Background: an optimization exercise with open tools, aiming at small area and a short achievable clock period. Do not read the settings as production practice. Where RTL was checked, it was by simulation tests only, not by an equivalence proof against the original. Power is estimated from default activity; no workload was simulated.

Design vedicmult_16bit, start of the top module:
module vedicmult_16bit(input [15:0] a, b,
input clk, reset,
output reg [31:0] out);
Size: about 750 cells after synthesis, ~32 flip-flops, about 66 I/O pins, roughly 7200 sq um of cells after synthesis.
Settings: LEC_CHECK=0, CAP_MARGIN=20, CORE_MARGIN=2, CORE_UTILIZATION=40, CTS_BUF_LIST=sky130_fd_sc_hd__clkbuf_4 sky130_fd_sc_hd__clkbuf_8, SLEW_MARGIN=20, SYNTH_HIERARCHICAL=1, SYNTH_MINIMUM_KEEP_SIZE=0; clock period 17.0 ns.
standard.sh (not shown) runs the stock make flow with config.mk's settings and CLKGATE_MAP_FILE= SYNTH_SCRIPT=/design/flow/synth_recipe.tcl, a recipe that flattens the netlist after the stock synthesis.
==> flow/flow/run.sh <==
#!/bin/bash
# Own layout flow: the standard ORFS flow (standard.sh), with the input and
# output port buffers made of plain buf_2 cells (the default picks a delay cell).
set -euo pipefail
export BUFFER_PORTS_ARGS="-buffer_cell sky130_fd_sc_hd__buf_2"
export PRE_FLOORPLAN_TCL="$PWD/flow/pre_floorplan.tcl"
export SETUP_SLACK_MARGIN=9
bash standard.sh > standard.log 2>&1
==> flow/flow/pre_floorplan.tcl <==
# Synthesis (abc) maps each Booth selector to an a22oi_2; the _1 cell is the
# same function in less area and easily drives the single gate it feeds.
set swaps {sky130_fd_sc_hd__a22oi_2 sky130_fd_sc_hd__a22oi_1}
set n 0
foreach inst [[ord::get_db_block] getInsts] {
  set m [[$inst getMaster] getName]
  if { [dict exists $swaps $m] } {
    replace_cell [get_cells [$inst getName]] [dict get $swaps $m]
    incr n
  }
}
puts "pre_floorplan: resized $n cells"
The starting point completed without violations.
Edit:
--- a/flow/flow/run.sh
+++ b/flow/flow/run.sh
@@ -5,4 +5,3 @@
 export BUFFER_PORTS_ARGS="-buffer_cell sky130_fd_sc_hd__buf_2"
 export PRE_FLOORPLAN_TCL="$PWD/flow/pre_floorplan.tcl"
-export SETUP_SLACK_MARGIN=9
 bash standard.sh > standard.log 2>&1
Outcome:
- count of clock-buffer cells in the layout came out higher by 2
- total power shrinks by 17%
- utilization is lower by 5.3 points
- fmax shrinks by 12%
- via count fell by 5.0%
No functional check of the RTL was part of any run of this note.

========
alpha:
vedicmult_16bit, a different RTL version from the one above (not shown whole).
Size in the first run: about 32 flip-flops, about 7200 sq um of cells after synthesis.
==> flow/config.mk <==
export PLATFORM = sky130hd
export DESIGN_NAME = vedicmult_16bit
export DESIGN_NICKNAME = vedicmult_16bit
export VERILOG_FILES = /design/flow/design.v
export SDC_FILE = /design/flow/constraint.sdc
export NUM_CORES = 4
export LEC_CHECK = 0
export CAP_MARGIN = 20
export CORE_MARGIN = 2
export CORE_UTILIZATION = 40
export CTS_BUF_LIST = sky130_fd_sc_hd__clkbuf_4
export CTS_CLUSTER_SIZE = 6
export SLEW_MARGIN = 20
export SYNTH_HIERARCHICAL = 1
export SYNTH_MINIMUM_KEEP_SIZE = 0
==> flow/constraint.sdc <==
create_clock -name core_clock -period 17.0 [get_ports {clk}]
set_input_delay 3.4000 -clock core_clock [delete_from_list [all_inputs] [get_ports {clk}]]
set_output_delay 3.4000 -clock core_clock [all_outputs]
set_load 0.01 [all_outputs]
==> flow/flow/run.sh <==
#!/bin/bash
# Own layout flow: the standard ORFS flow (standard.sh), with the input and
# output port buffers made of plain buf_2 cells (the default picks a delay cell);
# the output buffers are then cut down to buf_1 before detailed placement.
set -euo pipefail
export BUFFER_PORTS_ARGS="-buffer_cell sky130_fd_sc_hd__buf_2"
export PRE_FLOORPLAN_TCL="$PWD/flow/pre_floorplan.tcl"
export PRE_DETAIL_PLACE_TCL="$PWD/flow/pre_detail_place.tcl"
export SETUP_SLACK_MARGIN=8.8
bash standard.sh > standard.log 2>&1
==> flow/flow/pre_detail_place.tcl <==
# Output ports drive only the 10 fF pin load and have ample slack: their port
# buffers can be the smallest buffer.
set n 0
foreach inst [[ord::get_db_block] getInsts] {
  set m [[$inst getMaster] getName]
  set name [$inst getName]
  if { $m eq "sky130_fd_sc_hd__buf_2" && [string match "output*" $name] } {
    replace_cell [get_cells $name] sky130_fd_sc_hd__buf_1
    incr n
  }
}
puts "pre_detail_place: resized $n output buffers"
Scripts as last shown in full above: flow/flow/pre_floorplan.tcl
diff inputs: alpha => beta
- a change of CTS_CLUSTER_SIZE from 6 to 8
- an added CTS_CLUSTER_DIAMETER of 60
- alpha -> beta: fraction of registers with async set or reset after synthesis delta 0, exact match
- From beta to alpha, area growth from synthesis to layout did not move at all.
- As far as total length of routed met2 wires goes, beta and alpha are indistinguishable; the numbers are identical.
- Non-clock inverter instance count of the final layout came out exactly the same in alpha and beta.
- Diff beta..alpha | count of clock-buffer cells in the layout | unchanged
- ~same final critical path time including I/O delays and setup in alpha and beta
- [compare] base=alpha new=beta: floorplan die area level, max-slew violation count closely matched the old numbers.
- Summary of beta over alpha: delay of the slowest critical-path stage barely changed; peak supply drop barely changed; share of the clock period used by the worst path barely changed.
## Diff of input files: gamma against beta
- CTS_CLUSTER_DIAMETER removed (was 60)
- CTS_BUF_LIST changed from sky130_fd_sc_hd__clkbuf_4 to sky130_fd_sc_hd__clkbuf_8
### Flow results
Diff beta -> gamma: final instance count without filler cells about even; detailed-route vias per instance decreased about 0.8%; portion of the clock cycle consumed by the worst path in the final layout up 0.16 points; wire length of the first global-routing pass was more or less identical. Diff beta -> gamma | core utilization | increase of 0.70 points. Final critical path time including I/O delays and setup in gamma is 0.027 ns higher than in beta.
For delta, these inputs were changed with respect to gamma:
- an added CTS_CLUSTER_DIAMETER of 40
- a change of CTS_BUF_LIST from sky130_fd_sc_hd__clkbuf_8 to sky130_fd_sc_hd__clkbuf_4
- Looking at delta and gamma, the total length of routed met2 wires is a wash.
- Taking gamma as the reference, in delta wire length of the first global-routing pass did not really move, synthesized cell count about even, combinational share of power shows an increase of 0.5 points.
Setup changes, delta to epsilon
- CTS_BUF_LIST: sky130_fd_sc_hd__clkbuf_4 -> sky130_fd_sc_hd__clkbuf_8
- CTS_CLUSTER_DIAMETER: 40 -> unset
-- flow/flow/run.sh --
<<< delta, line 8
export PRE_DETAIL_PLACE_TCL="$PWD/flow/pre_detail_place.tcl"
export SETUP_SLACK_MARGIN=8.8
bash standard.sh > standard.log 2>&1
>>> epsilon, line 8
export PRE_DETAIL_PLACE_TCL="$PWD/flow/pre_detail_place.tcl"
export SETUP_SLACK_MARGIN=8.9
bash standard.sh > standard.log 2>&1
Results
- Compared with delta, in epsilon count of distinct cell types in the synthesized netlist held; number of cells on the critical path went up; final hold slack rose 0.12 ns.
- Max freq delta -> epsilon: improved
- Clock-buffer cell count sits higher in epsilon than in delta.
- Between epsilon and delta, it is epsilon whose clock network fraction of design power is higher, by 0.6 points.
- The via count reported for epsilon is higher than the one for delta.
- epsilon has more setup slack than delta.
- Looking at area growth from synthesis to final layout, epsilon sits above delta.
No run of this note included a check of the RTL's function; only the layout flow was run.

========
Another version of the RTL of vedicmult_16bit (not shown whole).
For scale: roughly 730 cells after synthesis.
make LEC_CHECK=0 CAP_MARGIN=20 CORE_MARGIN=2 CORE_UTILIZATION=40 SLEW_MARGIN=20 SYNTH_HIERARCHICAL=1 SYNTH_MINIMUM_KEEP_SIZE=0 finish   # period 17.0 ns
run.sh (not shown) runs the stock make flow with config.mk's settings and CLKGATE_MAP_FILE= SYNTH_SCRIPT=/design/flow/synth_recipe.tcl, a recipe that flattens the netlist after the stock synthesis.
Stock flow here: none of the scripts above is used.
Change:
==> flow/flow/run.sh (new file) <==
#!/bin/bash
# Own layout flow: the standard ORFS flow, with the port buffers made of
# plain buffers (the default picks a delay cell) and a small clock buffer list.
set -euo pipefail
export BUFFER_PORTS_ARGS="-buffer_cell sky130_fd_sc_hd__buf_2"
bash standard.sh > standard.log 2>&1
==> flow/standard.sh (new file) <==
#!/bin/bash
# synth_recipe.tcl (not shown) runs the flow's synth.tcl, then flattens the netlist and writes it again
# the make line also repeats each setting of config.mk as NAME=value (left out here)
make -C /OpenROAD-flow-scripts/flow DESIGN_CONFIG=/design/flow/config.mk WORK_HOME=/design/flow/orfs CLKGATE_MAP_FILE= SYNTH_SCRIPT=/design/flow/synth_recipe.tcl "${@:-finish}"
removed: flow/run.sh
=>
- The new run finished clean
- core utilization falls by 1.9 points
- wire length rises by 0.93%
- critical path depth stays the same
- design area falls by 4.2%
- count of clock-buffer cells in the layout is unchanged
- global-route usage rises by 0.21 points
- worst hold slack gets worse by 0.033 ns

========
main:
Another version of the RTL of vedicmult_16bit (not shown whole).
For scale: roughly 770 cells after synthesis, roughly 32 flip-flops, about 7200 µm² of cells after synthesis.
==> flow/config.mk <==
export PLATFORM = sky130hd
export DESIGN_NAME = vedicmult_16bit
export DESIGN_NICKNAME = vedicmult_16bit
export VERILOG_FILES = /design/flow/design.v
export SDC_FILE = /design/flow/constraint.sdc
export NUM_CORES = 4
export LEC_CHECK = 0
export CAP_MARGIN = 20
export CORE_MARGIN = 2
export CORE_UTILIZATION = 75
export CTS_BUF_LIST = sky130_fd_sc_hd__clkbuf_8
export CTS_CLUSTER_SIZE = 8
export SLEW_MARGIN = 20
export SYNTH_HIERARCHICAL = 1
export SYNTH_MINIMUM_KEEP_SIZE = 0
==> flow/constraint.sdc <==
create_clock -name core_clock -period 17.0 [get_ports {clk}]
set_input_delay 3.4000 -clock core_clock [delete_from_list [all_inputs] [get_ports {clk}]]
set_output_delay 3.4000 -clock core_clock [all_outputs]
set_load 0.01 [all_outputs]
standard.sh (not shown) runs the stock make flow with config.mk's settings and CLKGATE_MAP_FILE= SYNTH_SCRIPT=/design/flow/synth_recipe.tcl, a recipe that flattens the netlist after the stock synthesis.
==> flow/flow/run.sh <==
#!/bin/bash
# Own layout flow: the standard ORFS flow (standard.sh), with the input and
# output port buffers made of plain buf_2 cells (the default picks a delay cell);
# the output buffers are then cut down to buf_1 before detailed placement.
set -euo pipefail
export BUFFER_PORTS_ARGS="-buffer_cell sky130_fd_sc_hd__buf_2"
export PRE_FLOORPLAN_TCL="$PWD/flow/pre_floorplan.tcl"
export PRE_DETAIL_PLACE_TCL="$PWD/flow/pre_detail_place.tcl"
export SETUP_SLACK_MARGIN=8.8
bash standard.sh > standard.log 2>&1
Scripts as last shown in full above: flow/flow/pre_detail_place.tcl, flow/flow/pre_floorplan.tcl
Input-level comparison between the feature branch and main:
-- flow/config.mk --
<<< main, line 10
export CORE_UTILIZATION = 75
>>> the feature branch, line 10
export CORE_UTILIZATION = 40
### Flow results
When the final numbers for main and the feature branch were put side by side, the final-layout fill cell count turned out to be greater in the feature branch. Compared with main, the feature branch shows first-pass GRT wire length that has gone down by a few percent. Summary of the feature branch over main: number of vias per cell went down about 17%, post-place setup slack up 19 ps, iteration-0 DRC count of the detailed router now smaller, design area rose by about 1.5%, worst setup margin went up 95 ps. Between main and the feature branch, total power is higher for main, the feature branch comes in under that. Re share of power burned in combinational logic: the feature branch is 0.5 points down on main. Minimum period implied by the final worst setup slack: the feature branch better than main. The sequential share of layout area of the feature branch and that of main are within noise of each other. Timing, DRC, antenna: 0 failures across main and the feature branch.
No run of this note included a check of the RTL's function; only the layout flow was run.

========
vedicmult_16bit, a different RTL version from the one above (not shown whole).
For scale: ~760 cells after synthesis, roughly 32 flip-flops, ~66 I/O pins, about 7300 sq um of cells after synthesis.
==> flow/config.mk <==
export PLATFORM = sky130hd
export DESIGN_NAME = vedicmult_16bit
export DESIGN_NICKNAME = vedicmult_16bit
export VERILOG_FILES = /design/flow/design.v
export SDC_FILE = /design/flow/constraint.sdc
export NUM_CORES = 4
export LEC_CHECK = 0
export CAP_MARGIN = 20
export CORE_MARGIN = 2
export CORE_UTILIZATION = 40
export CTS_BUF_LIST = sky130_fd_sc_hd__clkbuf_4 sky130_fd_sc_hd__clkbuf_8
export SLEW_MARGIN = 20
export SYNTH_HIERARCHICAL = 1
export SYNTH_MINIMUM_KEEP_SIZE = 0
==> flow/constraint.sdc <==
create_clock -name core_clock -period 17.0 [get_ports {clk}]
set_input_delay 3.4000 -clock core_clock [delete_from_list [all_inputs] [get_ports {clk}]]
set_output_delay 3.4000 -clock core_clock [all_outputs]
set_load 0.01 [all_outputs]
==> flow/flow/run.sh <==
#!/bin/bash
# Own layout flow: the standard ORFS flow (standard.sh), with the input and
# output port buffers made of plain buf_2 cells (the default picks a delay cell).
set -euo pipefail
export BUFFER_PORTS_ARGS="-buffer_cell sky130_fd_sc_hd__buf_2"
export PRE_FLOORPLAN_TCL="$PWD/flow/pre_floorplan.tcl"
export SETUP_SLACK_MARGIN=10
bash standard.sh > standard.log 2>&1
Scripts as last shown in full above: flow/flow/pre_floorplan.tcl
Next try:
--- a/flow/flow/run.sh
+++ b/flow/flow/run.sh
@@ -7 +7 @@
-export SETUP_SLACK_MARGIN=10
+export SETUP_SLACK_MARGIN=9
Count of clock-buffer cells in the layout came out higher by 1; global-route usage shrinks by 0.82 points; routed wire length went down by 3.2%.
No run of this note included a check of the RTL's function; only the layout flow was run.

========
vedicmult_16bit, a different RTL version from the one above (not shown whole).
For scale: roughly 32 flip-flops, about 66 I/O pins.
==> flow/config.mk <==
export PLATFORM = sky130hd
export DESIGN_NAME = vedicmult_16bit
export DESIGN_NICKNAME = vedicmult_16bit
export VERILOG_FILES = /design/flow/design.v
export SDC_FILE = /design/flow/constraint.sdc
export NUM_CORES = 4
export LEC_CHECK = 0
export CAP_MARGIN = 20
export CORE_MARGIN = 2
export CORE_UTILIZATION = 40
export CTS_BUF_LIST = sky130_fd_sc_hd__clkbuf_4
export CTS_CLUSTER_SIZE = 8
export SLEW_MARGIN = 20
export SYNTH_HIERARCHICAL = 1
export SYNTH_MINIMUM_KEEP_SIZE = 0
==> flow/constraint.sdc <==
create_clock -name core_clock -period 17.0 [get_ports {clk}]
set_input_delay 3.4000 -clock core_clock [delete_from_list [all_inputs] [get_ports {clk}]]
set_output_delay 3.4000 -clock core_clock [all_outputs]
set_load 0.01 [all_outputs]
==> flow/flow/run.sh <==
#!/bin/bash
# Own layout flow: the standard ORFS flow (standard.sh), with the input and
# output port buffers made of plain buf_2 cells (the default picks a delay cell);
# the output buffers are then cut down to buf_1 before detailed placement.
set -euo pipefail
export BUFFER_PORTS_ARGS="-buffer_cell sky130_fd_sc_hd__buf_2"
export PRE_FLOORPLAN_TCL="$PWD/flow/pre_floorplan.tcl"
export PRE_DETAIL_PLACE_TCL="$PWD/flow/pre_detail_place.tcl"
bash standard.sh > standard.log 2>&1
Scripts as last shown in full above: flow/flow/pre_detail_place.tcl, flow/flow/pre_floorplan.tcl
Next try:
--- a/flow/flow/run.sh
+++ b/flow/flow/run.sh
@@ -8,2 +8,3 @@
 export PRE_DETAIL_PLACE_TCL="$PWD/flow/pre_detail_place.tcl"
+export SETUP_SLACK_MARGIN=8.95
 bash standard.sh > standard.log 2>&1
Outcome:
- The changed run ran to the end with no violations
- cell area climbs by 3.0%
- sequential cell count does not change
- hold slack is worse by 0.12 ns
Next try:
==> flow/flow/run.sh (replaced) <==
#!/bin/bash
# Own layout flow: the standard ORFS flow (standard.sh) with these changes:
# - input and output port buffers are plain buf_2 cells (the default picks a
#   delay cell); the output ones are cut to buf_1 before detailed placement
#   (flow/pre_detail_place.tcl), as they drive only the pin load;
# - abc's a22oi_2 cells, if any, become a22oi_1 (flow/pre_floorplan.tcl);
# - the timing repair aims at 8.8 ns of setup slack, so that it speeds up the
#   critical path beyond what the 17 ns clock alone asks for.
# The clock period and all constraints are the design's.
set -euo pipefail
export BUFFER_PORTS_ARGS="-buffer_cell sky130_fd_sc_hd__buf_2"
export PRE_FLOORPLAN_TCL="$PWD/flow/pre_floorplan.tcl"
export PRE_DETAIL_PLACE_TCL="$PWD/flow/pre_detail_place.tcl"
export SETUP_SLACK_MARGIN=8.8
bash standard.sh > standard.log 2>&1
Result: The new run completed with no timing, DRC or antenna violations. Total power came out lower by 8.0%. Die area does not change. Critical path depth is unchanged. Setup slack degrades by 0.10 ns. Clock power is lower by 22%. Hold slack is better by 0.051 ns. Via count goes up by 0.91%. Routed wire length went up by 1.9%.

-- port drivers added, routing unchanged --
The flow's constraints put no driver on any port. The routed layouts listed below were extracted and timed again, unchanged, in two steps. Step 1, drivers: a clkbuf_16 drives clk and a buf_2 each remaining input, both assumed. Step 2 adds t to the input delays and takes it off the output delays; t is the mean of the earliest and latest rising clock arrival at the registers after step 1. Input paths then give back, and output paths get back, about the clock's delay inside the block. Three values: ideal, step 1, step 2; two values: the first two.
run	t (ns)	setup slack, ns	worst setup path at the end	latest minus earliest clock arrival (ns)	worst register clock-pin slew, ns
the first run of note 1	0.350	9.018 / 8.887 / 8.537	input to register	0.011 / 0.012	0.09 / 0.09
the second run of note 1	0.347	7.939 / 7.954 / 7.608	input to register	0.013 / 0.013	0.09 / 0.09
alpha	0.406	9.007 / 8.999 / 8.592	input to register	0.010 / 0.011	0.13 / 0.13
beta	0.406	9.007 / 8.999 / 8.592	input to register	0.010 / 0.011	0.13 / 0.13
gamma	0.340	8.980 / 8.993 / 8.653	input to register	0.008 / 0.008	0.08 / 0.08
delta	0.406	9.007 / 8.999 / 8.592	input to register	0.010 / 0.011	0.13 / 0.13
epsilon	0.323	9.072 / 8.995 / 8.672	input to register	0.010 / 0.010	0.07 / 0.07
the first run of note 3	0.327	7.063 / 7.066 / 6.739	input to register	0.005 / 0.004	0.05 / 0.05
the second run of note 3	0.329	7.806 / 7.773 / 7.445	input to register	0.008 / 0.007	0.05 / 0.05
main	0.312	8.899 / 8.890 / 8.578	input to register	0.005 / 0.006	0.07 / 0.07
the feature branch	0.338	8.994 / 9.005 / 8.667	input to register	0.009 / 0.009	0.08 / 0.08
the first run of note 5	0.304	9.202 / 9.106 / 8.802	input to register	0.006 / 0.006	0.07 / 0.07
the second run of note 5	0.297	9.110 / 9.088 / 8.791	input to register	0.004 / 0.004	0.07 / 0.07
the first run of note 6	0.375	8.818 / 8.829 / 8.454	input to register	0.010 / 0.010	0.10 / 0.10
the second run of note 6	0.356	9.112 / 9.106 / 8.750	input to register	0.006 / 0.006	0.11 / 0.11
the third run of note 6	0.392	9.009 / 9.012 / 8.620	input to register	0.016 / 0.016	0.10 / 0.10
After both steps setup and hold are still met in every run listed. The setup slack of the first run of note 1, which loses most, moves by -0.131 ns with the drivers and by -0.481 ns with both steps.
